From an optimization exercise on the open Yosys and OpenROAD flow, aimed at small area and a short achievable clock period; shortcuts taken in it are not production practice.
At most, simulation tests tie the RTL to the original design; equivalence was not proved.
Power is estimated from default activity; no workload was simulated.

==> module fifo, before the edit <==
module fifo(
  input clk,rst,wr_en,rd_en,
  input [7:0] buf_in,
  output reg [7:0]buf_out,
  output reg buf_empty,buf_full,
  output reg [6:0] fifo_counter
);
  reg [7:0] buf_mem[63:0];
  reg [7:0] rsel_lo, rsel_hi;    
  wire wr_acc = wr_en & ~buf_full;
  wire rd_acc = rd_en & ~buf_empty;
  wire inc = wr_acc & ~rd_acc;
  wire dec = rd_acc & ~wr_acc;
  integer i;
  always @(posedge clk) begin
    if (wr_acc) begin
      buf_mem[0] <= buf_in;
      for (i = 1; i < 64; i = i + 1)
        buf_mem[i] <= buf_mem[i-1];
    end
  end
  reg [7:0] rd_data;
  integer j;
  always @* begin
    rd_data = 8'd0;
    for (j = 0; j < 64; j = j + 1)
      rd_data = rd_data | (buf_mem[j] & {8{rsel_hi[j/8] & rsel_lo[j%8]}});
  end
  always @(posedge clk or posedge rst) begin
    if (rst)
      buf_out <= 8'd0;
    else if (rd_acc)
      buf_out <= rd_data;
  end
  always @(posedge clk or posedge rst) begin
    if (rst) begin
      fifo_counter <= 7'd0;
      rsel_lo <= 8'h80;
      rsel_hi <= 8'h80;
      buf_empty <= 1'b1;
      buf_full <= 1'b0;
    end else begin
      if (inc) begin
        fifo_counter <= fifo_counter + 7'd1;
        rsel_lo <= {rsel_lo[6:0], rsel_lo[7]};
        if (rsel_lo[7]) rsel_hi <= {rsel_hi[6:0], rsel_hi[7]};
      end else if (dec) begin
        fifo_counter <= fifo_counter - 7'd1;
        rsel_lo <= {rsel_lo[0], rsel_lo[7:1]};
        if (rsel_lo[0]) rsel_hi <= {rsel_hi[0], rsel_hi[7:1]};
      end
      buf_full  <= buf_full ? ~rd_en : (fifo_counter == 7'd63) & wr_en & ~rd_en;
      buf_empty <= buf_empty ? ~wr_en : (fifo_counter == 7'd1) & rd_en & ~wr_en;
    end
  end
endmodule
clock: 3.3 ns
lec_check: 0
cap_margin: 20
core_margin: 2
core_utilization: 40
slew_margin: 20
run.sh (not shown) runs the stock make flow with config.mk's settings and CLKGATE_MAP_FILE= SYNTH_SCRIPT=/design/flow/synth_recipe.tcl, a recipe that flattens the netlist after the stock synthesis.
Rerun with:
==> flow/design.v (replaced) <==
module fifo(
  input clk,rst,wr_en,rd_en,
  input [7:0] buf_in,
  output reg [7:0]buf_out,
  output reg buf_empty,buf_full,
  output reg [6:0] fifo_counter
);
  reg [7:0] buf_mem[63:0];
  wire wr_acc = wr_en & ~buf_full;
  wire rd_acc = rd_en & ~buf_empty;
  integer i;
  always @(posedge clk) begin
    if (wr_acc) begin
      buf_mem[0] <= buf_in;
      for (i = 1; i < 64; i = i + 1)
        buf_mem[i] <= buf_mem[i-1];
    end
  end
  wire [7:0] sel_lo, sel_hi;
  wire [63:0] sel;
  reg  [7:0] rd_data;
  genvar k;
  generate
    for (k = 0; k < 8; k = k + 1) begin : g_pre
      assign sel_lo[k] = (fifo_counter[2:0] == k);
      assign sel_hi[k] = (fifo_counter[5:3] == k);
    end
    for (k = 0; k < 64; k = k + 1) begin : g_sel
      assign sel[(k + 63) % 64] = sel_hi[k / 8] & sel_lo[k % 8];
    end
  endgenerate
  integer j;
  always @* begin
    rd_data = 8'd0;
    for (j = 0; j < 64; j = j + 1)
      rd_data = rd_data | (buf_mem[j] & {8{sel[j]}});
  end
  always @(posedge clk or posedge rst) begin
    if (rst)
      buf_out <= 8'd0;
    else if (rd_acc)
      buf_out <= rd_data;
  end
  always @(posedge clk or posedge rst) begin
    if (rst) begin
      fifo_counter <= 7'd0;
      buf_empty <= 1'b1;
      buf_full <= 1'b0;
    end else begin
      if (wr_acc & ~rd_acc)
        fifo_counter <= fifo_counter + 7'd1;
      else if (rd_acc & ~wr_acc)
        fifo_counter <= fifo_counter - 7'd1;
      buf_full  <= buf_full ? ~rd_en : (fifo_counter == 7'd63) & wr_en & ~rd_en;
      buf_empty <= buf_empty ? ~wr_en : (fifo_counter == 7'd1) & rd_en & ~wr_en;
    end
  end
endmodule
Result:
- The changed run ran to the end with no violations
- combinational power came out higher to 10 times its value
- synthesized area came out lower slightly
- sequential power stays flat
- power came out higher by a quarter to a third
- clock-buffer cell count came out higher by 11
- via count came out higher by roughly a tenth
- die area came out lower slightly
- global-route usage came out higher by 6.2 points
- maximum frequency came out lower by about a fifth
- final area came out higher by a few percent
- setup slack gets worse by 0.59 ns
- cell count came out higher by a few percent
- routed wire length came out higher by a quarter to a third
Function was not checked in any run of this note: the RTL went through the layout flow alone.

* * *

## JK
fifo, a different RTL version from the one above (not shown whole).
Size in the first run: about 1200 cells after synthesis, roughly 29 I/O pins, about 21000 um^2 of cells after synthesis.
==> module fifo, before the edit <==
module fifo(
  input clk,rst,wr_en,rd_en,
  input [7:0] buf_in,
  output reg [7:0]buf_out,
  output buf_empty,
  output reg buf_full,
  output reg [6:0] fifo_counter
);
  reg [7:0] buf_mem[63:0];
  reg [7:0] rsel_lo0, rsel_lo1, rsel_lo2, rsel_lo3;   
  reg [7:0] rsel_hi;                                  
  reg not_empty;
  assign buf_empty = ~not_empty;
  wire wr_acc = wr_en & ~buf_full;
  wire rd_acc = rd_en & not_empty;
  wire inc = wr_acc & ~rd_acc;
  wire dec = rd_acc & ~wr_acc;
  integer i;
  always @(posedge clk) begin
    if (wr_acc) begin
      buf_mem[0] <= buf_in;
      for (i = 1; i < 64; i = i + 1)
        buf_mem[i] <= buf_mem[i-1];
    end
  end
  reg [7:0] grp [7:0];
  reg [7:0] lo;
  reg [7:0] rd_data;
  integer g, j;
  always @* begin
    for (g = 0; g < 8; g = g + 1) begin
      case (g / 2)
        0: lo = rsel_lo0;
        1: lo = rsel_lo1;
        2: lo = rsel_lo2;
        default: lo = rsel_lo3;
      endcase
      grp[g] = 8'd0;
      for (j = 0; j < 8; j = j + 1)
        grp[g] = grp[g] | (buf_mem[8*g+j] & {8{lo[j]}});
    end
    rd_data = 8'd0;
    for (g = 0; g < 8; g = g + 1)
      rd_data = rd_data | (grp[g] & {8{rsel_hi[g]}});
  end
  always @(posedge clk or posedge rst) begin
    if (rst)
      buf_out <= 8'd0;
    else if (rd_acc)
      buf_out <= rd_data;
  end
  wire [6:0] cnt_up = fifo_counter + 7'd1;
  wire [6:0] cnt_dn = fifo_counter - 7'd1;
  always @(posedge clk or posedge rst) begin
    if (rst) begin
      fifo_counter <= 7'd0;
      rsel_lo0 <= 8'h80;
      rsel_lo1 <= 8'h80;
      rsel_lo2 <= 8'h80;
      rsel_lo3 <= 8'h80;
      rsel_hi <= 8'h80;
      not_empty <= 1'b0;
      buf_full <= 1'b0;
    end else begin
      if (inc) begin
        fifo_counter <= cnt_up;
        rsel_lo0 <= {rsel_lo0[6:0], rsel_lo0[7]};
        rsel_lo1 <= {rsel_lo1[6:0], rsel_lo1[7]};
        rsel_lo2 <= {rsel_lo2[6:0], rsel_lo2[7]};
        rsel_lo3 <= {rsel_lo3[6:0], rsel_lo3[7]};
        if (rsel_lo0[7]) rsel_hi <= {rsel_hi[6:0], rsel_hi[7]};
      end else if (dec) begin
        fifo_counter <= cnt_dn;
        rsel_lo0 <= {rsel_lo0[0], rsel_lo0[7:1]};
        rsel_lo1 <= {rsel_lo1[0], rsel_lo1[7:1]};
        rsel_lo2 <= {rsel_lo2[0], rsel_lo2[7:1]};
        rsel_lo3 <= {rsel_lo3[0], rsel_lo3[7:1]};
        if (rsel_lo0[0]) rsel_hi <= {rsel_hi[0], rsel_hi[7:1]};
      end
      buf_full  <= buf_full ? ~rd_en : (fifo_counter == 7'd63) & wr_en & ~rd_en;
      not_empty <= not_empty ? ~((fifo_counter == 7'd1) & rd_en & ~wr_en) : wr_en;
    end
  end
endmodule
clock: 3.3 ns
lec_check: 0
cap_margin: 20
core_margin: 2
core_utilization: 40
setup_slack_margin: 1.4
slew_margin: 20
standard.sh (not shown) runs the stock make flow with config.mk's settings and CLKGATE_MAP_FILE= SYNTH_SCRIPT=/design/flow/synth_recipe.tcl, a recipe that flattens the netlist after the stock synthesis.
==> flow/flow/run.sh <==
#!/bin/bash
# Standard ORFS layout, with plain buffers on the ports, resizing not limited
# to each cell's footprint, and larger clock-tree sink clusters.
set -euo pipefail
bash standard.sh MATCH_CELL_FOOTPRINT=0 \
  "BUFFER_PORTS_ARGS=-buffer_cell sky130_fd_sc_hd__buf_4" \
  "CTS_ARGS=-sink_clustering_enable -repair_clock_nets -dont_use_dummy_load -sink_clustering_size 30 -sink_clustering_max_diameter 100" \
  finish > flow.log 2>&1
#### Input delta (MS over JK)
==> flow/design.v <==
module fifo(
  input clk,rst,wr_en,rd_en,
  input [7:0] buf_in,
  output reg [7:0]buf_out,
  output reg buf_empty,buf_full,
  output reg [6:0] fifo_counter
);
  reg [7:0] buf_mem[63:0];
  reg [7:0] rsel_lo, rsel_hi;    
  wire wr_acc = wr_en & ~buf_full;
  wire rd_acc = rd_en & ~buf_empty;
  wire inc = wr_acc & ~rd_acc;
  wire dec = rd_acc & ~wr_acc;
  integer i;
  always @(posedge clk) begin
    if (wr_acc) begin
      buf_mem[0] <= buf_in;
      for (i = 1; i < 64; i = i + 1)
        buf_mem[i] <= buf_mem[i-1];
    end
  end
  reg [7:0] rd_data;
  integer j;
  always @* begin
    rd_data = 8'd0;
    for (j = 0; j < 64; j = j + 1)
      rd_data = rd_data | (buf_mem[j] & {8{rsel_hi[j/8] & rsel_lo[j%8]}});
  end
  always @(posedge clk or posedge rst) begin
    if (rst)
      buf_out <= 8'd0;
    else if (rd_acc)
      buf_out <= rd_data;
  end
  always @(posedge clk or posedge rst) begin
    if (rst) begin
      fifo_counter <= 7'd0;
      rsel_lo <= 8'h80;
      rsel_hi <= 8'h80;
      buf_empty <= 1'b1;
      buf_full <= 1'b0;
    end else begin
      if (inc) begin
        fifo_counter <= fifo_counter + 7'd1;
        rsel_lo <= {rsel_lo[6:0], rsel_lo[7]};
        if (rsel_lo[7]) rsel_hi <= {rsel_hi[6:0], rsel_hi[7]};
      end else if (dec) begin
        fifo_counter <= fifo_counter - 7'd1;
        rsel_lo <= {rsel_lo[0], rsel_lo[7:1]};
        if (rsel_lo[0]) rsel_hi <= {rsel_hi[0], rsel_hi[7:1]};
      end
      buf_full  <= buf_full ? ~rd_en : (fifo_counter == 7'd63) & wr_en & ~rd_en;
      buf_empty <= buf_empty ? ~wr_en : (fifo_counter == 7'd1) & rd_en & ~wr_en;
    end
  end
endmodule
--- outcome ---
[MS] number of library cell types mapped by synthesis rose 42% relative to JK. Relative to JK, routed wire length increased by 20% in MS. MS vs. JK: worst hold slack went up by 0.0067 ns. First-pass detailed-route iteration total was lower in the run labelled JK. Comparing JK and MS, the lower maximum cell stage delay along the critical path is on JK. Relative to JK, sequential share of layout area has decreased by 2.9 points in MS. Summary of the comparison: final worst-path cycle share is higher in MS, relative to JK. Changes observed in MS relative to JK: reported net switching power decreased by 0.13 mW relative to the old numbers; area of the core region decreased by 4.1% relative to the old numbers; post-synthesis share of cell area spent on and, or, nand and nor gates increased by 1.8 points relative to the old numbers; average footprint of a synthesized cell decreased by 0.74 um^2 relative to the old numbers. The cell area on MS is in line with that on JK.
Only the layout flow was run in MS; the RTL was not checked for function there.

## afterwards: timing with drivers on the ports
In the flow no input, the clock included, has a driving cell. The finished layouts below were timed again as built, in two steps. Step 1, drivers: a clkbuf_16 drives clk and a buf_2 each remaining input, both assumed. Step 2 adds t to the input delays and takes it off the output delays; t is the mean of the earliest and latest rising clock arrival at the registers after step 1. Input paths then give back, and output paths get back, about the clock's delay inside the block. Slacks: ideal ports / drivers / drivers and shift; pairs: ideal ports / drivers.
| run | shift t [ns] | setup slack, ns | cell pins on the clock port's net |
|---|---|---|---|
| the first run of note 1 | 0.634 | 0.850 / 0.850 / 0.492 | 1 |
| the second run of note 1 | 0.663 | 0.264 / 0.264 / 0.264 | 1 |
| JK | 0.613 | 1.356 / 1.356 / 1.121 | 1 |
| MS | 0.601 | 1.177 / 1.177 / 0.991 | 1 |
After both steps setup and hold are still met in every run listed. For the first run of note 1, which loses most, drivers alone change the setup slack by 0.000 ns; drivers and shift together by -0.358 ns.
